What follows belongs to an exercise in optimizing a design on an open flow for small area and a short achievable clock period; a production flow would make more cautious choices. Only simulation tests tie the RTL to the original design; equivalence was not proved.

## flow/design.v (module list and top-level ports; edited modules follow where they fit)
// module DCT: 8178 lines
// module DCT_fa: 4 lines
// module DCT_ha: 4 lines
// module DCT_ao: 3 lines
module DCT #(parameter horizontal = 1) (
  input wire CLK, input wire RST, input wire i_stb,
  input wire [7:0] i_D0, i_D1, i_D2, i_D3, i_D4, i_D5, i_D6, i_D7,
  output wire o_stb,
  output wire signed [15:0] o_D0, o_D1, o_D2, o_D3, o_D4, o_D5, o_D6, o_D7
);
  // ...
==> flow/flow/run.sh <==
#!/bin/bash
# Own layout flow: the standard layout (standard.sh, standard synthesis unchanged),
# with a tighter setup-repair target and plain buffers on the ports.
# Knobs are set in flow/knobs.txt (one make assignment per line).
set -euo pipefail
here=$(pwd)
python3 - "$here" <<'PY'
import sys, shlex
here = sys.argv[1]
s = open(here + '/standard.sh').read()
knobs = [l.strip() for l in open(here + '/flow/knobs.txt') if l.strip() and not l.startswith('#')]
extra = ' '.join(shlex.quote(k) for k in knobs)
s = s.replace('"${@:-finish}"', extra + ' "${@:-finish}"')
open(here + '/standard_own.sh', 'w').write(s)
PY
bash standard_own.sh > "$here/flow_make.log" 2>&1
==> flow/flow/knobs.txt <==
SETUP_SLACK_MARGIN=5.3
BUFFER_PORTS_ARGS=-buffer_cell sky130_fd_sc_hd__buf_1
==> flow/standard.sh <==
#!/bin/bash
# synth_recipe.tcl (not shown) runs the flow's synth.tcl, then flattens the netlist and writes it again
# the make line also repeats each setting of config.mk as NAME=value (left out here)
make -C /OpenROAD-flow-scripts/flow DESIGN_CONFIG=/design/flow/config.mk WORK_HOME=/design/flow/orfs CLKGATE_MAP_FILE= SYNTH_SCRIPT=/design/flow/synth_recipe.tcl "${@:-finish}"
==> flow/config.mk <==
export PLATFORM = sky130hd
export DESIGN_NAME = DCT
export DESIGN_NICKNAME = DCT
export VERILOG_FILES = /design/flow/design.v
export SDC_FILE = /design/flow/constraint.sdc
export NUM_CORES = 4
export LEC_CHECK = 0
export ABC_CLOCK_PERIOD_IN_PS = 3000
export CAP_MARGIN = 20
export CORE_MARGIN = 2
export CORE_UTILIZATION = 40
export CTS_CLUSTER_DIAMETER = 90
export CTS_CLUSTER_SIZE = 24
export PLACE_DENSITY = 0.6
export SETUP_SLACK_MARGIN = 5
export SLEW_MARGIN = 20
export SYNTH_HIERARCHICAL = 1
export SYNTH_MINIMUM_KEEP_SIZE = 0
==> flow/constraint.sdc <==
create_clock -name core_clock -period 8.0 [get_ports {CLK}]
set_input_delay 1.6000 -clock core_clock [delete_from_list [all_inputs] [get_ports {CLK}]]
set_output_delay 1.6000 -clock core_clock [all_outputs]
set_load 0.01 [all_outputs]
==> results.py, run 1 <==
metrics = {
    "run_status": {
        "status": "timing/DRC/antenna clean",
    },
    "critical_path": {
        "worst-path-buf-inv": 1,
        "path_depth": 1,
        "path_cells": "buf_6",
        "critPathKind": "reg -> out",
        "crit_start": "r4_4479",
        "cp.arrival_ns": 1.10,
        "end_kind": "primary output",
        "crit_slowest_cell": "dfxtp_4",
    },
    "cells_and_area": {
        "final_common_cell": "fa_1",
        "largest_register_ffs": 4,
        "multiInputGateArea_um2": 21890,
        "n_sequential_cell": 591,
        "fin_nets": 4037,
        "diodes": 2,
        "top_area_cell_class": "multi-input gates",
        "nClkBuffers": 40,
        "final_cell_mix": "fa_1 (520), dfxtp_1 (485), ha_1 (407)",
        "largest-register": "stb",
    },
    "sta": {
        "slew_viol_final": 0,
        "finalHoldViolations": 0,
        "worstMarginPinSlew_ns": 0.8612,
    },
    "clock_tree": {
        "cts_resized": 245,
        "post_cts_buffers": 8,
        "clk_latency_ns": 0.60,
    },
    "drt": {
        "drtIter0Drc": 931,
        "drt_wl_total_mm": 81.48,
        "ant_nets": 0,
        "wl_per_cell_um": 19.40,
    },
    "logic_synthesis": {
        "yosys-top-cells-count": "dfxtp_1 (591), fa_1 (521), ha_1 (439)",
        "synth-adder-area-share_pct": 44.86,
        "synth_ff_type": "dfxtp_1",
    },
    "place": {
        "dpl-instance-area_um2": 37080,
    },
    "global_route": {
        "grt_use_met1_pct": 24.86,
    },
    "floorplan": {
        "dieArea_um2": 91140,
    },
}
==> inputs of run 2 (changes only) <==
==> flow/flow/knobs.txt (replaced) <==
SETUP_SLACK_MARGIN=5.35
BUFFER_PORTS_ARGS=-buffer_cell sky130_fd_sc_hd__buf_1
==> run 2 against run 1 <==
Effect of this change:
- worst setup slack gained 0.023 ns
- synthesized cell count unchanged
- non-clock buffer count increased by 44
- critical path depth did not move
- critical path type unchanged
==> results.py, run 2 <==
metrics = {
    "place": {
        "hpwl_mm": 64.38,
        "dpl-instance-area_um2": 37250,
        "globalplace.congestion": 0.9129,
        "io_buffers": 188,
        "dp_cells": 4106,
    },
    "floorplan": {
        "ios": 196,
        "num_rows": 109,
        "core_um2": 88100,
        "start_util_pct": 40.29,
        "fp.dieH_um": 301.9,
        "die_w_um": 301.9,
        "dieArea_um2": 91140,
    },
    "sta": {
        "rsz0062_at_grt": "yes",
        "fin_crit_ns": 2.680,
        "setup_viol": 0,
        "slew_viol_final": 0,
        "tns_ns": 0,
        "maxSlewHeadroom_pct": 46.68,
        "worstMarginPinSlew_ns": 0.7915,
        "finalHoldViolations": 0,
        "period_share_pct": 33.50,
        "clock_skew_ns": 0.03445,
        "max_freq_ghz": 0.3731,
    },
    "run": {
        "cap_violations": 0,
    },
    "logic_synthesis": {
        "synth_edf_count": 0,
        "synth_area_leaders": "dfxtp_1 (33%), fa_1 (29%), ha_1 (15%)",
        "seq_area_frac_synth_pct": 33.33,
        "syn_area_um2": 35500,
        "syn_area_per_cell_um2": 12.41,
        "async_flop_share_pct": 0,
        "yosys-top-cells-count": "dfxtp_1 (591), fa_1 (521), ha_1 (439)",
        "ys_seq_elements": 591,
        "ys_types": 55,
        "ys.warnings.count": 7,
        "synth_top_area_share_pct": 33.33,
        "synth_ff_type": "dfxtp_1",
        "postSynthCellCount": 2861,
        "post-synth-top-count-cell": "dfxtp_1",
        "yosys.area.top_type": "dfxtp_1",
    },
    "drt": {
        "first_pass_iters": 5,
        "drtIter0Drc": 1052,
        "via_per_inst": 4.730,
        "route.detailed.drc": 0,
        "vias": 20040,
        "ant_nets": 0,
        "drt_wl_total_mm": 83.08,
        "wl_per_cell_um": 19.61,
    },
    "critical_path": {
        "crit_slowest_cell": "dfxtp_4",
        "critPathMaxStageDelay_ns": 0.39,
        "timing.reg2reg.setup_slack_ns": 5.32,
        "start_kind": "flip-flop",
        "cp_data_required_time_ns": 6.40,
        "critPathKind": "reg -> out",
        "crit_fanout": 4,
        "worst-path-buf-inv": 1,
        "end_kind": "primary output",
        "crit_family": "flip-flops",
        "path_cells": "buf_6",
        "cp.arrival_ns": 1.08,
    },
    "cells_and_area": {
        "largest-register": "stb",
        "fin_nets": 4080,
        "final_layout_size_suffix_gt1_share_pct": 18.27,
        "syn_to_final_growth_pct": 14.30,
        "final_common_cell": "fa_1",
        "utilization_pct": 46.05,
        "largest_register_ffs": 4,
        "final_cell_mix": "fa_1 (518), dfxtp_1 (432), ha_1 (394)",
        "postLayoutCellArea_um2": 40570,
        "fin_cells": 4237,
    },
    "global_route": {
        "grt_max_degree": 25,
        "antenna_found_initial": 8,
        "grt_pass1_wl_mm": 128.6,
        "grt_util_all_layers_pct": 18.86,
        "grt_pass1_vias": 21750,
        "gr-total-overflow": 0,
    },
    "clock_tree": {
        "cts_sinks": 591,
        "clk_latency_ns": 0.59,
        "path_clk_slew_ns": 0.09,
        "cts_made_buffers": 35,
        "clk_path_buf_depth": 3,
        "cts-root-buf": "clkbuf_16",
        "cts.htree.levels": 2,
        "tritoncts": "done",
    },
    "run_status": {
        "status": "timing/DRC/antenna clean",
    },
    "worst_hold_path": {
        "min_path_type": "reg -> reg",
    },
}
run 2: kinds of logic (layout without fill, tap and decap cells):
| family | count (synthesis) | in the layout | synth area share (%) |
|---|---|---|---|
| fa+ha+maj | 960 | 960 | 44.86 |
| other cells | 1 | 8 | 0.01056 |
| flops | 591 | 591 | 33.33 |
| mux | 15 | 15 | 0.4265 |
| simple gates | 269 | 269 | 3.849 |
| compound gates | 322 | 322 | 6.183 |
| buf+inv | 522 | 726 | 6.877 |
| xor+xnor | 181 | 181 | 4.466 |
run 2: layer usage:
| layer | routed length, um | up-vias | GRT usage, % |
|---|---|---|---|
| met5 | 34 | - | 0 |
| met4 | 2149 | 6 | 4.809 |
| met3 | 5315 | 122 | 4.252 |
| met2 | 38350 | 466 | 30.66 |
| met1 | 37230 | 10050 | 25.54 |
| li1 | - | 9399 | - |
run 2: final cells by class:
class,instances,area [um2]
Antenna cell,1,2.502
Clock buffer,40,935.9
Clock inverter,15,196.4
Fill cell,8048,47530
Inverter,391,1529
Multi-Input combinational cell,1754,22140
Sequential cell,591,12160
Tap cell,1165,1458
Timing Repair Buffer,280,2158
run 2: per-stage QoR:
step                      setup slack, ns  hold slack, ns
after global placement              4.754          0.3108
after detailed placement            4.751          0.3136
after floorplan                     5.270          0.3096
final                               5.320          0.3298
after global routing                5.212          0.3265
after CTS                           5.277          0.3299
run 2: worst paths after layout:
kind,depth (start not counted),to,from
setup reg to reg,8,r2_1268,r1_955
setup / recovery,1,o_D2[13],r4_4479
hold / removal,0,r3_704,r2_703
hold reg to reg,0,r3_704,r2_703
run 2: Yosys stat by module, one instance, submodules excluded:
| module | times used | cell area, um2 |
|---|---|---|
| DCT | 1 | 19130 |
| DCT_ao | 112 | 7.507 |
| DCT_fa | 521 | 20.02 |
| DCT_ha | 407 | 12.51 |
run 2: timing repair:
action / 4_1_cts / 5_1_grt
gates resized for setup: 369 / 158
hold buffers: 0 / 0
pin swaps: 30 / 55
cloned: 0 / 0
endpoints found under the setup margin: 303 / 187
buffers inserted: 19 / 56
==> inputs of run 3 (changes only) <==
==> flow/flow/knobs.txt (replaced) <==
SETUP_SLACK_MARGIN=5.3
BUFFER_PORTS_ARGS=-buffer_cell sky130_fd_sc_hd__buf_1
--- a/flow/config.mk
+++ b/flow/config.mk
@@ -9,8 +9,8 @@
 export CAP_MARGIN = 20
 export CORE_MARGIN = 2
-export CORE_UTILIZATION = 40
+export CORE_UTILIZATION = 60
 export CTS_CLUSTER_DIAMETER = 90
 export CTS_CLUSTER_SIZE = 24
-export PLACE_DENSITY = 0.6
+export PLACE_DENSITY = 0.72
 export SETUP_SLACK_MARGIN = 5
 export SLEW_MARGIN = 20
==> run 3 against run 2 <==
Effect of this change:
- still clean
- clock-buffer cell count shrank 7
- synthesized area did not move
- worst setup slack got worse by 0.029 ns
- hold slack got worse by 0.0010 ns
- clock skew fell by 0.018 ns
- via count rose by 1.3%
- critical path depth unchanged
- utilization increased by 20 points
- non-clock buffer count fell by 55
- cell count down 11%
==> results.py, run 3 <==
metrics = {
    "run_status": {
        "status": "timing/DRC/antenna clean",
    },
    "logic_synthesis": {
        "ys.warnings.count": 7,
        "yosys-top-cells-count": "dfxtp_1 (591), fa_1 (521), ha_1 (439)",
        "async_flop_share_pct": 0,
        "syn_area_um2": 35500,
        "ys_seq_elements": 591,
        "seq_area_frac_synth_pct": 33.33,
        "synth_area_leaders": "dfxtp_1 (33%), fa_1 (29%), ha_1 (15%)",
        "postSynthCellCount": 2861,
        "syn_area_per_cell_um2": 12.41,
        "synth_edf_count": 0,
        "synth_ff_type": "dfxtp_1",
        "yosys.area.top_type": "dfxtp_1",
        "post-synth-top-count-cell": "dfxtp_1",
        "synth_top_area_share_pct": 33.33,
        "ys_types": 55,
    },
    "floorplan": {
        "num_rows": 89,
        "fp.dieH_um": 247.2,
        "dieArea_um2": 61120,
        "ios": 196,
        "die_w_um": 247.2,
        "start_util_pct": 60.37,
        "core_um2": 58800,
    },
    "sta": {
        "rsz0062_at_grt": "yes",
        "slew_viol_final": 0,
        "worstMarginPinSlew_ns": 0.7549,
        "fin_crit_ns": 2.709,
        "finalHoldViolations": 0,
        "maxSlewHeadroom_pct": 49.60,
        "period_share_pct": 33.87,
        "tns_ns": 0,
        "setup_viol": 0,
        "clock_skew_ns": 0.01599,
        "max_freq_ghz": 0.3691,
    },
    "cells_and_area": {
        "largest_register_ffs": 4,
        "final_common_cell": "fa_1",
        "final_cell_mix": "fa_1 (519), dfxtp_1 (456), ha_1 (409)",
        "syn_to_final_growth_pct": 9.711,
        "largest-register": "stb",
        "diodes": 0,
        "fin_nets": 4020,
        "fin_cells": 3773,
        "utilization_pct": 66.23,
        "postLayoutCellArea_um2": 38940,
        "final_layout_size_suffix_gt1_share_pct": 14.83,
    },
    "critical_path": {
        "worst-path-buf-inv": 1,
        "path_cells": "buf_6",
        "critPathMaxStageDelay_ns": 0.39,
        "critPathKind": "reg -> out",
        "cp.arrival_ns": 1.11,
        "cp_data_required_time_ns": 6.40,
        "crit_fanout": 4,
        "timing.reg2reg.setup_slack_ns": 5.30,
        "crit_family": "flip-flops",
        "crit_slowest_cell": "dfxtp_4",
        "end_kind": "primary output",
        "start_kind": "flip-flop",
    },
    "drt": {
        "vias": 20300,
        "ant_nets": 0,
        "first_pass_iters": 4,
        "wl_per_cell_um": 21.13,
        "drtIter0Drc": 1271,
        "drt_wl_total_mm": 79.74,
        "via_per_inst": 5.381,
        "route.detailed.drc": 0,
    },
    "global_route": {
        "grt_pass1_wl_mm": 124.2,
        "grt_pass1_vias": 22390,
        "antenna_found_initial": 1,
        "grt_max_degree": 25,
        "gr-total-overflow": 0,
        "grt_util_all_layers_pct": 27.11,
    },
    "run": {
        "cap_violations": 0,
    },
    "clock_tree": {
        "cts_made_buffers": 30,
        "clk_latency_ns": 0.62,
        "hold_buffers": 0,
        "tritoncts": "done",
        "clk_path_buf_depth": 3,
        "path_clk_slew_ns": 0.09,
        "cts.htree.levels": 1,
        "cts-root-buf": "clkbuf_16",
        "cts_sinks": 591,
    },
    "place": {
        "hpwl_mm": 62.25,
        "dp_cells": 3703,
        "io_buffers": 188,
        "dpl-instance-area_um2": 36520,
        "globalplace.congestion": 0.9623,
    },
    "worst_hold_path": {
        "min_path_type": "reg -> reg",
    },
}
==> run 3: layout make-up <==
type / instances / area, um2
Inverter: 391 / 1525
Multi-Input combinational cell: 1754 / 21910
Tap cell: 773 / 967.2
Fill cell: 4353 / 19850
Sequential cell: 591 / 12130
Clock inverter: 6 / 65.06
Timing Repair Buffer: 225 / 1558
Clock buffer: 33 / 793.3
==> run 3: cells by family (layout without fill, tap and decap cells) <==
logic type	Yosys count	after routing	synth area share, %
xor gates and xnor gates	181	181	4.466
buffers and inverters	522	655	6.877
DFF	591	591	33.33
adders and majority gates	960	960	44.86
and+or+nand+nor	269	269	3.849
other	1	7	0.01056
AOI/OAI and AO/OA	322	322	6.183
muxes	15	15	0.4265
==> run 3: through the flow <==
| stage | setup WS, ns | hold slack [ns] |
|---|---|---|
| after floorplan | 5.270 | 0.3096 |
| after global placement | 4.780 | 0.3120 |
| after detailed placement | 4.751 | 0.3132 |
| after CTS | 5.249 | 0.3330 |
| after global routing | 5.163 | 0.3397 |
| final | 5.291 | 0.3288 |
==> run 3: timing repair <==
item | in CTS | in global routing
buffers inserted | 6 | 25
pin swaps | 8 | 40
resized for setup | 302 | 165
setup endpoints to repair | 278 | 138
cloned | 0 | 0
==> run 3: path summary, 6_finish.rpt <==
check	startpoint	endpoint	cells past startpoint
worst max-delay path	r4_4542	o_D7[13]	1
worst min register to register	r2_689	r3_690	0
worst min-delay path	r2_689	r3_690	0
worst max register to register	r3_2165	r4_4491	10
==> run 3: metal layers <==
layer	global-route usage [%]	wire [um]	vias to the layer above
met5	0	0	-
met4	8.507	2666	0
met3	5.188	5320	146
met2	44.81	38210	577
met1	36.29	33540	10320
li1	-	-	9255
==> run 3: per-module statistics from Yosys, one instance, submodules excluded <==
| module | flip-flops and latches | copies in the design |
|---|---|---|
| DCT_ao | 0 | 112 |
| DCT_fa | 0 | 521 |
| DCT | 591 | 1 |
| DCT_ha | 0 | 407 |
==> inputs of run 4 (changes only) <==
==> flow/flow/knobs.txt (replaced) <==
SETUP_SLACK_MARGIN=5.25
BUFFER_PORTS_ARGS=-buffer_cell sky130_fd_sc_hd__buf_1
--- a/flow/config.mk
+++ b/flow/config.mk
@@ -9,8 +9,8 @@
 export CAP_MARGIN = 20
 export CORE_MARGIN = 2
-export CORE_UTILIZATION = 60
+export CORE_UTILIZATION = 45
 export CTS_CLUSTER_DIAMETER = 90
 export CTS_CLUSTER_SIZE = 24
-export PLACE_DENSITY = 0.72
+export PLACE_DENSITY = 0.7
 export SETUP_SLACK_MARGIN = 5
 export SLEW_MARGIN = 20
==> run 4 against run 3 <==
Effect of this change:
- utilization decreased by 17 points
- clock-buffer cell count decreased by 1
- sequential share of layout area increased by 0.13 points
- critical path depth unchanged
- first-iteration DRC count decreased by 16%
- still clean on timing, DRC and antenna
- global-route usage decreased by 7.2 points
- synthesized cell count unchanged
- final area decreased by 1.1%
==> results.py, run 4 <==
metrics = {
    "clock_tree": {
        "cts_made_buffers": 30,
        "clk_latency_ns": 0.64,
        "cts.htree.levels": 1,
        "clk_path_buf_depth": 3,
        "tritoncts": "done",
        "cts_sinks": 591,
        "path_clk_slew_ns": 0.09,
        "cts-root-buf": "clkbuf_16",
    },
    "floorplan": {
        "core_um2": 77720,
        "dieArea_um2": 81140,
        "num_rows": 102,
        "start_util_pct": 45.67,
        "fp.dieH_um": 284.9,
        "die_w_um": 284.9,
        "ios": 196,
    },
    "critical_path": {
        "worst-path-buf-inv": 1,
        "cp_data_required_time_ns": 6.40,
        "cp.arrival_ns": 1.13,
        "crit_family": "flip-flops",
        "critPathMaxStageDelay_ns": 0.39,
        "crit_fanout": 4,
        "end_kind": "primary output",
        "critPathKind": "reg -> out",
        "path_cells": "buf_6",
        "crit_slowest_cell": "dfxtp_4",
        "start_kind": "flip-flop",
    },
    "worst_hold_path": {
        "min_path_type": "reg -> reg",
    },
    "cells_and_area": {
        "final_layout_size_suffix_gt1_share_pct": 11.39,
        "largest_register_ffs": 4,
        "postLayoutCellArea_um2": 38500,
        "fin_nets": 4020,
        "final_common_cell": "fa_1",
        "largest-register": "stb",
        "utilization_pct": 49.54,
        "final_cell_mix": "fa_1 (521), dfxtp_1 (492), ha_1 (422)",
        "syn_to_final_growth_pct": 8.474,
        "nFillCells": 6811,
        "fin_cells": 4043,
    },
    "global_route": {
        "grt_pass1_wl_mm": 123.5,
        "grt_max_degree": 25,
        "gr-total-overflow": 0,
        "antenna_found_initial": 3,
        "grt_util_all_layers_pct": 19.93,
        "grt_pass1_vias": 21500,
    },
    "logic_synthesis": {
        "synth_ff_type": "dfxtp_1",
        "seq_area_frac_synth_pct": 33.33,
        "ys_seq_elements": 591,
        "ys.warnings.count": 7,
        "synth_top_area_share_pct": 33.33,
        "syn_area_um2": 35500,
        "postSynthCellCount": 2861,
        "yosys.area.top_type": "dfxtp_1",
        "ys_types": 55,
        "async_flop_share_pct": 0,
        "synth_edf_count": 0,
        "post-synth-top-count-cell": "dfxtp_1",
        "yosys-top-cells-count": "dfxtp_1 (591), fa_1 (521), ha_1 (439)",
        "synth_area_leaders": "dfxtp_1 (33%), fa_1 (29%), ha_1 (15%)",
        "syn_area_per_cell_um2": 12.41,
    },
    "run_status": {
        "status": "timing/DRC/antenna clean",
    },
    "drt": {
        "via_per_inst": 4.922,
        "first_pass_iters": 5,
        "wl_per_cell_um": 19.60,
        "route.detailed.drc": 0,
        "drtIter0Drc": 1072,
        "drt_wl_total_mm": 79.23,
        "vias": 19900,
        "ant_nets": 0,
    },
    "place": {
        "dp_cells": 3973,
        "hpwl_mm": 62.80,
        "globalplace.congestion": 0.9441,
        "io_buffers": 188,
        "dpl-instance-area_um2": 36680,
    },
    "sta": {
        "period_share_pct": 34.12,
        "maxSlewHeadroom_pct": 43.19,
        "tns_ns": 0,
        "fin_crit_ns": 2.730,
        "rsz0062_at_grt": "yes",
        "max_freq_ghz": 0.3663,
        "slew_viol_final": 0,
        "setup_viol": 0,
        "finalHoldViolations": 0,
        "clock_skew_ns": 0.04356,
        "worstMarginPinSlew_ns": 0.8510,
    },
    "run": {
        "cap_violations": 0,
    },
}
==> run 4: worst reg2reg max path, stage by stage, from the launching register on <==
cell and delay (ns):
dfxtp_1 0.33, fa_1 0.52, ha_1 0.43, nor2_1 0.08, a21o_1 0.17, a21oi_1 0.33, a21bo_2 0.22, a21oi_4 0.04
o22ai_2 0.16, o221ai_1 0.17, xnor2_1 0.16
==> run 4: path summary, 6_finish.rpt <==
path         cells after the start  slack [ns]  endpoint    start
min reg2reg                      0        0.33    r3_694   r2_693
max                              1        5.27  o_D2[12]  r4_4479
max reg2reg                     10        5.28   r4_4542  r3_3328
min                              0        0.33    r3_694   r2_693
==> run 4: area by class of cell <==
cell class              instances  area (um2)  area share (%)
diodes                          1       2.502        0.006499
clock buffers                  32       758.2           1.969
clock inverters                 9       88.84          0.2307
inverters                     391        1475           3.831
multi-input cells            1754       21620           56.16
flip-flops and latches        591       12040           31.27
well taps                    1040        1301           3.379
repair buffers                225        1214           3.152
==> run 4: cells by family after synthesis <==
kind of cell / after synthesis / synth area share (%)
other: 1 / 0.01056
XOR/XNOR: 181 / 4.466
AND/OR/NAND/NOR: 269 / 3.849
buffers and inverters: 522 / 6.877
AO/OA/AOI/OAI: 322 / 6.183
adder cells (fa/ha/maj): 960 / 44.86
flip-flops: 591 / 33.33
multiplexers: 15 / 0.4265
==> run 4: layer usage <==
| layer | global-route usage (%) | part of all wire (%) | vias up |
|---|---|---|---|
| met2 | 33.39 | 47 | 530 |
| met3 | 3.376 | 6.1 | 127 |
| li1 | - | - | 9257 |
| met4 | 5.908 | 3.1 | 4 |
| met1 | 26.54 | 43 | 9983 |
| met5 | 0 | 0.032 | - |
==> run 4: what timing repair did <==
| action | 4_1_cts | 5_1_grt |
|---|---|---|
| hold buffers | 0 | 0 |
| setup endpoints to repair | 224 | 99 |
| resized for setup | 190 | 116 |
| pin swaps | 7 | 31 |
| setup buffers | 7 | 21 |
| cloned | 0 | 0 |
==> run 4: modules after synthesis (local to each module, per instance) <==
module	cells inside	cell area, um2	copies in the design
DCT_ao	1	7.507	112
DCT_fa	1	20.02	521
DCT	1821	19130	1
DCT_ha	1	12.51	407
==> run 4: through the flow <==
stage / setup slack, ns / hold slack (ns)
6_report: 5.270 / 0.3289
5_1_grt: 5.139 / 0.3376
4_1_cts: 5.176 / 0.3372
3_5_place_dp: 4.837 / 0.3143
3_3_place_gp: 4.921 / 0.3117
2_1_floorplan: 5.255 / 0.3096
==> inputs of run 5 (changes only) <==
--- a/flow/config.mk
+++ b/flow/config.mk
@@ -9,8 +9,9 @@
 export CAP_MARGIN = 20
 export CORE_MARGIN = 2
-export CORE_UTILIZATION = 45
+export CORE_UTILIZATION = 40
 export CTS_CLUSTER_DIAMETER = 90
 export CTS_CLUSTER_SIZE = 24
-export PLACE_DENSITY = 0.7
+export GPL_ROUTABILITY_DRIVEN = 0
+export PLACE_DENSITY = 0.6
 export SETUP_SLACK_MARGIN = 5
 export SLEW_MARGIN = 20
==> run 5 against run 4 <==
Effect of this change:
- sequential share of layout area is 0.28 points lower
- clock skew shrank 0.016 ns
- largest cell class unchanged
- wire length rose by 2.8%
- still clean on timing, DRC and antenna
- cell count increased by 3.4%
- first-iteration DRC count is 2.2% lower
- critical path type is now reg -> reg
- maximum frequency up 0.82%
- register-to-register slack hardly changed
- critical path depth up 3
==> results.py, run 5 <==
metrics = {
    "sta": {
        "tns_ns": 0,
        "slew_viol_final": 0,
        "period_share_pct": 33.85,
        "clock_skew_ns": 0.02710,
        "setup_viol": 0,
        "rsz0062_at_grt": "yes",
        "finalHoldViolations": 0,
        "max_freq_ghz": 0.3693,
        "holdWs_ns": 0.3286,
        "worstMarginPinSlew_ns": 0.9473,
        "maxSlewHeadroom_pct": 36.76,
        "fin_crit_ns": 2.708,
    },
    "global_route": {
        "grt_util_all_layers_pct": 18.51,
        "grt_pass1_vias": 21150,
        "grt_max_degree": 25,
        "grt_pass1_wl_mm": 125.2,
        "antenna_found_initial": 8,
        "gr-total-overflow": 0,
    },
    "critical_path": {
        "critPathMaxStageDelay_ns": 0.67,
        "crit_slowest_cell": "dfxtp_1",
        "crit_top_cell": "fa_1",
        "critPathKind": "reg -> reg",
        "cp.arrival_ns": 3.18,
        "start_kind": "flip-flop",
        "end_kind": "flip-flop",
        "crit_fanout": 4,
        "cp_data_required_time_ns": 8.47,
        "path_cells": "fa_1 > fa_1 > fa_1 > fa_1",
    },
    "drt": {
        "route.detailed.drc": 0,
        "routed-wl-met3_mm": 5.352,
        "ant_nets": 0,
        "drtIter0Drc": 1048,
        "drt_wl_total_mm": 81.45,
        "wl_per_cell_um": 19.49,
        "topRoutingLayerUsed": "met5",
        "via_per_inst": 4.691,
        "met2_length_mm": 38.29,
        "wirelength_met1_mm": 35.81,
        "first_pass_iters": 5,
        "vias": 19600,
    },
    "run": {
        "cap_violations": 0,
    },
    "clock_tree": {
        "path_clk_slew_ns": 0.10,
        "cts-root-buf": "clkbuf_16",
        "cts_sinks": 591,
        "clk_latency_ns": 0.60,
        "hold_buffers": 0,
        "cts_made_buffers": 35,
        "cts.htree.levels": 2,
        "tritoncts": "done",
        "clk_path_buf_depth": 3,
    },
    "cells_and_area": {
        "multiInputGateArea_um2": 21640,
        "final_layout_size_suffix_gt1_share_pct": 9.529,
        "utilization_pct": 43.93,
        "final_cell_mix": "fa_1 (521), dfxtp_1 (513), ha_1 (422)",
        "seq_area_um2": 11990,
        "final_common_cell": "fa_1",
        "postLayoutCellArea_um2": 38700,
        "largest-register": "stb",
        "syn_to_final_growth_pct": 9.024,
        "fin_nets": 4025,
        "largest_register_ffs": 4,
        "nFillCells": 8339,
    },
    "floorplan": {
        "num_rows": 109,
        "core_um2": 88100,
        "start_util_pct": 40.29,
        "fp.dieH_um": 301.9,
        "ios": 196,
        "dieArea_um2": 91140,
        "die_w_um": 301.9,
    },
    "place": {
        "dpl-instance-area_um2": 36900,
        "hpwl_mm": 64.40,
        "io_buffers": 188,
    },
    "run_status": {
        "status": "timing/DRC/antenna clean",
    },
    "logic_synthesis": {
        "synth_edf_count": 0,
        "post-synth-top-count-cell": "dfxtp_1",
        "synth_top_area_share_pct": 33.33,
        "yosys-top-cells-count": "dfxtp_1 (591), fa_1 (521), ha_1 (439)",
        "synth_area_leaders": "dfxtp_1 (33%), fa_1 (29%), ha_1 (15%)",
        "syn_area_per_cell_um2": 12.41,
        "ys_seq_elements": 591,
        "synth_ff_type": "dfxtp_1",
        "ys.warnings.count": 7,
        "yosys.area.top_type": "dfxtp_1",
        "syn_area_um2": 35500,
        "postSynthCellCount": 2861,
        "async_flop_share_pct": 0,
        "seq_area_frac_synth_pct": 33.33,
        "ys_types": 55,
    },
    "worst_hold_path": {
        "min_path_type": "reg -> reg",
    },
}
-- run 5: final cells by class --
cell class,instances,area share [%]
inverters,391,3.822
diodes,2,0.01293
well taps,1165,3.767
flip-flops and latches,591,30.99
clock buffers,37,2.308
multi-input cells,1754,55.91
clock inverters,14,0.4623
repair buffers,225,2.726
-- run 5: stage by stage --
stage | instances | worst slack, ns
final | 4179 | 5.292
after global routing | 4178 | 5.124
after CTS | 4164 | 5.250
after detailed placement | 4106 | 4.851
after global placement | 4106 | 4.860
after floorplan | 2867 | 5.255
-- run 5: layer usage --
layer | vias up | GRT usage, %
met5 | - | 0
met1 | 9721 | 24.65
li1 | 9273 | -
met2 | 488 | 30.60
met3 | 114 | 4.245
met4 | 6 | 4.550
-- run 5: logic make-up after synthesis --
family,Yosys count,synth area share [%]
DFF,591,33.33
AOI/OAI and AO/OA,322,6.183
buffers and inverters,522,6.877
muxes,15,0.4265
and+or+nand+nor,269,3.849
other,1,0.01056
adders and majority gates,960,44.86
xor gates and xnor gates,181,4.466
-- run 5: worst max-delay path: cells and delay by family (launching register included) --
kind,cells,cell delay [ns]
fa+ha+maj,4,1.90
flops,1,0.67
-- run 5: path summary, 6_finish.rpt --
check	startpoint	endpoint	slack, ns	depth (start not counted)
worst max-delay path	r2_1297	r3_2800	5.29	4
worst min-delay path	r2_711	r3_712	0.33	0
worst max register to register	r2_1297	r3_2800	5.29	4
worst min register to register	r2_711	r3_712	0.33	0
-- run 5: per-module statistics from Yosys (local to each module, per instance) --
| module | cell area (um2) | times used | cells inside | flip-flops and latches |
|---|---|---|---|---|
| DCT_ao | 7.507 | 112 | 1 | 0 |
| DCT | 19130 | 1 | 1821 | 591 |
| DCT_ha | 12.51 | 407 | 1 | 0 |
| DCT_fa | 20.02 | 521 | 1 | 0 |
-- run 5: timing repair --
action                                  CTS  global route
endpoints found under the hold margin     0             0
endpoints found under the setup margin  191            71
pin swaps                                10            12
setup buffers                             7            13
resized for setup                       129            80
==> inputs of run 6 (changes only) <==
--- a/flow/config.mk
+++ b/flow/config.mk
@@ -12,5 +12,4 @@
 export CTS_CLUSTER_DIAMETER = 90
 export CTS_CLUSTER_SIZE = 24
-export GPL_ROUTABILITY_DRIVEN = 0
 export PLACE_DENSITY = 0.6
 export SETUP_SLACK_MARGIN = 5
==> run 6 against run 5 <==
Effect of this change:
- largest cell class unchanged
- critical endpoint unchanged
- global-route usage is the same
- critical path type unchanged
- hold slack is the same
- synthesized area is the same
==> results.py, run 6 <==
metrics = {
    "drt": {
        "via_per_inst": 4.691,
        "drtIter0Drc": 1048,
        "wl_per_cell_um": 19.49,
        "first_pass_iters": 5,
        "vias": 19600,
        "ant_nets": 0,
        "route.detailed.drc": 0,
        "drt_wl_total_mm": 81.45,
    },
    "critical_path": {
        "start_kind": "flip-flop",
        "critPathMaxStageDelay_ns": 0.67,
        "r2r-start": "r2_1297",
        "path_cells": "fa_1 > fa_1 > fa_1 > fa_1",
        "cp_data_required_time_ns": 8.47,
        "end_kind": "flip-flop",
        "worst-path-buf-inv": 0,
        "crit_top_cell": "fa_1",
        "crit_family": "adder cells",
        "critPathKind": "reg -> reg",
        "crit_slowest_cell": "dfxtp_1",
        "crit_start": "r2_1297",
        "cp.arrival_ns": 3.18,
        "crit_fanout": 4,
    },
    "logic_synthesis": {
        "yosys-top-cells-count": "dfxtp_1 (591), fa_1 (521), ha_1 (439)",
        "syn_area_um2": 35500,
        "synth_top_area_share_pct": 33.33,
        "ys.warnings.count": 7,
        "synth_area_leaders": "dfxtp_1 (33%), fa_1 (29%), ha_1 (15%)",
        "post-synth-top-count-cell": "dfxtp_1",
        "syn_area_per_cell_um2": 12.41,
        "synth_edf_count": 0,
        "yosys.area.top_type": "dfxtp_1",
        "postSynthCellCount": 2861,
        "seq_area_frac_synth_pct": 33.33,
        "ys_seq_elements": 591,
        "synth_ff_type": "dfxtp_1",
        "ys_types": 55,
        "async_flop_share_pct": 0,
    },
    "cells_and_area": {
        "largest-register": "stb",
        "postLayoutCellArea_um2": 38700,
        "syn_to_final_growth_pct": 9.024,
        "final_common_cell": "fa_1",
        "largest_register_ffs": 4,
        "final_layout_size_suffix_gt1_share_pct": 9.529,
        "fin_cells": 4179,
        "final_cell_mix": "fa_1 (521), dfxtp_1 (513), ha_1 (422)",
        "fin_nets": 4025,
    },
    "global_route": {
        "gr-total-overflow": 0,
        "antenna_found_initial": 8,
        "grt_pass1_wl_mm": 125.2,
        "grt_util_all_layers_pct": 18.51,
        "grt_pass1_vias": 21150,
        "grt_max_degree": 25,
    },
    "sta": {
        "period_share_pct": 33.85,
        "fin_crit_ns": 2.708,
        "max_freq_ghz": 0.3693,
        "slew_viol_final": 0,
        "tns_ns": 0,
        "setup_slack_ns": 5.292,
        "setup_viol": 0,
        "rsz0062_at_grt": "yes",
        "maxSlewHeadroom_pct": 36.76,
        "worstMarginPinSlew_ns": 0.9473,
        "finalHoldViolations": 0,
        "clock_skew_ns": 0.02710,
    },
    "floorplan": {
        "start_util_pct": 40.29,
        "dieArea_um2": 91140,
        "core_um2": 88100,
        "ios": 196,
        "die_w_um": 301.9,
        "num_rows": 109,
        "fp.dieH_um": 301.9,
    },
    "clock_tree": {
        "cts.htree.levels": 2,
        "clk_latency_ns": 0.60,
        "hold_buffers": 0,
        "clk_path_buf_depth": 3,
        "cts-root-buf": "clkbuf_16",
        "path_clk_slew_ns": 0.10,
        "cts_made_buffers": 35,
        "tritoncts": "done",
        "cts_sinks": 591,
    },
    "run_status": {
        "status": "timing/DRC/antenna clean",
    },
    "worst_hold_path": {
        "min_path_type": "reg -> reg",
        "min-delay-start": "r2_711",
    },
    "place": {
        "dp_cells": 4106,
        "hpwl_mm": 64.40,
        "globalplace.congestion": 0.9240,
        "io_buffers": 188,
        "dp_slack_ns": 4.851,
        "dpl-instance-area_um2": 36900,
    },
    "run": {
        "cap_violations": 0,
    },
}
-- run 6: cell counts after synthesis --
Identical to the previous run, type by type.
-- run 6: timing repair --
| item | CTS | global route |
|---|---|---|
| setup endpoints to repair | 191 | 71 |
| buffers inserted | 7 | 13 |
| pin swaps | 10 | 12 |
| gates resized for setup | 129 | 80 |
-- run 6: final timing paths --
kind | to | slack [ns] | cells after the start
min reg2reg | r3_712 | 0.33 | 0
max | r3_2800 | 5.29 | 4
max reg2reg | r3_2800 | 5.29 | 4
min | r3_712 | 0.33 | 0
-- run 6: per-module statistics from Yosys (local to each module, per instance) --
module	cells	cell area [um2]	flops+latches	copies in the design
DCT	1821	19130	591	1
DCT_ao	1	7.507	0	112
DCT_fa	1	20.02	0	521
DCT_ha	1	12.51	0	407
-- run 6: stage by stage --
stage / util (%) / hold slack (ns)
floorplan: - / 0.3096
global placement: 41.88 / 0.3107
detailed placement: 41.88 / 0.3121
CTS: 43.46 / 0.3293
global route: 43.92 / 0.3329
finish: 43.93 / 0.3286
-- run 6: metal layers --
layer | vias up | track usage [%] | part of all wire [%]
li1 | 9273 | - | -
met1 | 9721 | 24.65 | 44
met2 | 488 | 30.60 | 47
met3 | 114 | 4.245 | 6.6
met4 | 6 | 4.550 | 2.4
met5 | - | 0 | 0.043
-- run 6: cell families after synthesis --
kind of cell	Yosys count	synth area share [%]
AOI/OAI and AO/OA	322	6.183
muxes	15	0.4265
adders and majority gates	960	44.86
other	1	0.01056
and+or+nand+nor	269	3.849
buffers and inverters	522	6.877
xor gates and xnor gates	181	4.466
DFF	591	33.33
-- run 6: final cells by class --
class / instances / area, um2
Inverter: 391 / 1479
Clock inverter: 14 / 178.9
Sequential cell: 591 / 11990
Fill cell: 8339 / 49400
Timing Repair Buffer: 225 / 1055
Tap cell: 1165 / 1458
Clock buffer: 37 / 893.4
Multi-Input combinational cell: 1754 / 21640
Antenna cell: 2 / 5.005
==> inputs of run 7 (changes only) <==
--- a/flow/config.mk
+++ b/flow/config.mk
@@ -7,5 +7,5 @@
 export LEC_CHECK = 0
 export ABC_CLOCK_PERIOD_IN_PS = 3000
-export CAP_MARGIN = 20
+export CAP_MARGIN = 5
 export CORE_MARGIN = 2
 export CORE_UTILIZATION = 40
@@ -14,5 +14,5 @@
 export PLACE_DENSITY = 0.6
 export SETUP_SLACK_MARGIN = 5
-export SLEW_MARGIN = 20
+export SLEW_MARGIN = 5
 export SYNTH_HIERARCHICAL = 1
 export SYNTH_MINIMUM_KEEP_SIZE = 0
==> run 7 against run 6 <==
Effect of this change:
- still clean on timing, DRC and antenna
- maximum frequency unchanged
- cell count stayed put
- clock-buffer cell count did not move
==> results.py, run 7 <==
metrics = {
    "drt": {
        "drtIter0Drc": 1048,
        "ant_nets": 0,
        "drt_wl_total_mm": 81.45,
        "wl_per_cell_um": 19.49,
        "route.detailed.drc": 0,
        "via_per_inst": 4.691,
        "first_pass_iters": 5,
        "vias": 19600,
    },
    "critical_path": {
        "crit_start": "r2_1297",
        "r2r-start": "r2_1297",
        "crit_fanout": 4,
        "timing.reg2reg.setup_slack_ns": 5.29,
        "reg2reg_to": "r3_2800",
        "end_kind": "flip-flop",
        "critPathKind": "reg -> reg",
        "ff2ff_path_depth": 4,
        "cp.arrival_ns": 3.18,
        "cp_data_required_time_ns": 8.47,
        "start_kind": "flip-flop",
    },
    "sta": {
        "slew_viol_final": 0,
        "finalHoldViolations": 0,
        "setup_viol": 0,
        "worstMarginPinSlew_ns": 0.9473,
        "clock_skew_ns": 0.02710,
        "holdWs_ns": 0.3286,
        "max_freq_ghz": 0.3693,
        "maxSlewHeadroom_pct": 36.76,
        "tns_ns": 0,
        "rsz0062_at_grt": "yes",
        "period_share_pct": 33.85,
        "fin_crit_ns": 2.708,
    },
    "worst_hold_path": {
        "holdPathStages": 0,
        "whs_endpoint": "r3_712",
        "min-delay-start": "r2_711",
        "min_path_type": "reg -> reg",
    },
    "place": {
        "io_buffers": 188,
        "dpl-instance-area_um2": 36900,
        "dp_cells": 4106,
        "hpwl_mm": 64.40,
        "globalplace.congestion": 0.9240,
    },
    "logic_synthesis": {
        "syn_area_um2": 35500,
        "synth_ff_type": "dfxtp_1",
        "async_flop_share_pct": 0,
        "synth_top_area_share_pct": 33.33,
        "seq_area_frac_synth_pct": 33.33,
        "ys.warnings.count": 7,
        "synth_area_leaders": "dfxtp_1 (33%), fa_1 (29%), ha_1 (15%)",
        "syn_area_per_cell_um2": 12.41,
        "synth_edf_count": 0,
        "postSynthCellCount": 2861,
        "ys_seq_elements": 591,
        "post-synth-top-count-cell": "dfxtp_1",
        "yosys.area.top_type": "dfxtp_1",
        "yosys-top-cells-count": "dfxtp_1 (591), fa_1 (521), ha_1 (439)",
        "ys_types": 55,
    },
    "floorplan": {
        "fp.dieH_um": 301.9,
        "ios": 196,
        "num_rows": 109,
        "die_w_um": 301.9,
        "core_um2": 88100,
        "dieArea_um2": 91140,
        "start_util_pct": 40.29,
    },
    "cells_and_area": {
        "fin_nets": 4025,
        "utilization_pct": 43.93,
        "final_cell_mix": "fa_1 (521), dfxtp_1 (513), ha_1 (422)",
        "fin_cells": 4179,
        "final_layout_size_suffix_gt1_share_pct": 9.529,
        "largest_register_ffs": 4,
        "final_common_cell": "fa_1",
        "syn_to_final_growth_pct": 9.024,
        "nFillCells": 8339,
        "postLayoutCellArea_um2": 38700,
        "largest-register": "stb",
    },
    "clock_tree": {
        "tritoncts": "done",
        "hold_buffers": 0,
        "cts_sinks": 591,
        "cts_made_buffers": 35,
        "clk_latency_ns": 0.60,
        "clk_path_buf_depth": 3,
        "path_clk_slew_ns": 0.10,
        "cts.htree.levels": 2,
        "cts-root-buf": "clkbuf_16",
    },
    "global_route": {
        "grt_max_degree": 25,
        "grt_pass1_vias": 21150,
        "antenna_found_initial": 8,
        "gr-total-overflow": 0,
        "grt_util_all_layers_pct": 18.51,
        "grt_pass1_wl_mm": 125.2,
    },
    "run_status": {
        "status": "timing/DRC/antenna clean",
    },
    "run": {
        "cap_violations": 0,
    },
}
## run 7: worst max-delay path by stage
| stage | end | slack (ns) |
|---|---|---|
| detailed placement | r3_2177 | 4.85 |
| CTS | r2_1269 | 5.25 |
| floorplan | r1_883 | 5.26 |
| finish | r3_2800 | 5.29 |
| global route | r4_4528 | 5.12 |
| global placement | r3_1627 | 4.86 |
## run 7: critical path, cell delays in order, from the launching register on
cell,delay [ns]
dfxtp_1,0.67
fa_1,0.51
fa_1,0.42
fa_1,0.57
fa_1,0.40
## run 7: area by class of cell
class	count	area, um2	share of cell area [%]
Tap cell	1165	1458	3.767
Inverter	391	1479	3.822
Antenna cell	2	5.005	0.01293
Multi-Input combinational cell	1754	21640	55.91
Sequential cell	591	11990	30.99
Clock inverter	14	178.9	0.4623
Clock buffer	37	893.4	2.308
Timing Repair Buffer	225	1055	2.726
## run 7: timing repair
action | 4_1_cts | 5_1_grt
endpoints found under the setup margin | 191 | 71
setup buffers | 7 | 13
pin swaps | 10 | 12
resized for setup | 129 | 80
endpoints found under the hold margin | 0 | 0
## run 7: per-stage QoR
step | worst slack (ns)
after CTS | 5.250
after floorplan | 5.255
after global routing | 5.124
after detailed placement | 4.851
final | 5.292
after global placement | 4.860
## run 7: logic make-up (layout without fill, tap and decap cells)
group | Yosys count | in the layout | share of synthesized area [%]
DFF | 591 | 591 | 33.33
adders and majority gates | 960 | 960 | 44.86
xor gates and xnor gates | 181 | 181 | 4.466
and+or+nand+nor | 269 | 269 | 3.849
muxes | 15 | 15 | 0.4265
buffers and inverters | 522 | 667 | 6.877
AOI/OAI and AO/OA | 322 | 322 | 6.183
other | 1 | 9 | 0.01056
## run 7: metal layers
layer | vias to the layer above | global-route usage [%] | share of wire [%]
met5 | - | 0 | 0.043
li1 | 9273 | - | -
met4 | 6 | 4.550 | 2.4
met1 | 9721 | 24.65 | 44
met3 | 114 | 4.245 | 6.6
met2 | 488 | 30.60 | 47
## run 7: Yosys stat by module (local to each module, per instance)
module,flops+latches,times used,area (um2)
DCT_fa,0,521,20.02
DCT_ao,0,112,7.507
DCT,591,1,19130
DCT_ha,0,407,12.51

-- re-timing with driven ports --
The results above use ideal ports. As a check the final layouts listed here were re-extracted and re-timed, cells and wires unchanged. Step 1, drivers: a clkbuf_16 drives CLK and a buf_2 each remaining input, both assumed. Step 2 moves the port delays by t, midway between the first and last clock arrival at a register: inputs arrive t later, outputs are due t later. That takes back most of the time a late clock gives input paths. Slacks: ideal ports / drivers / drivers and shift; pairs: ideal ports / drivers.
| run | t (ns) | slack for setup (ns) | slew at the worst register clock pin (ns) |
|---|---|---|---|
| run 1 | 0.645 | 5.297 / 5.235 / 4.761 | 0.10 / 0.10 |
| run 2 | 0.644 | 5.320 / 5.248 / 4.740 | 0.10 / 0.10 |
| run 3 | 0.668 | 5.291 / 5.230 / 4.780 | 0.10 / 0.10 |
| run 4 | 0.674 | 5.270 / 5.209 / 4.902 | 0.11 / 0.11 |
| run 5 | 0.649 | 5.292 / 5.238 / 4.892 | 0.10 / 0.10 |
| run 6 | 0.649 | 5.292 / 5.238 / 4.892 | 0.10 / 0.10 |
| run 7 | 0.649 | 5.292 / 5.238 / 4.892 | 0.10 / 0.10 |
After both steps setup and hold are still met in every run listed. For run 2, which loses most, drivers alone change the setup slack by -0.072 ns; drivers and shift together by -0.580 ns.
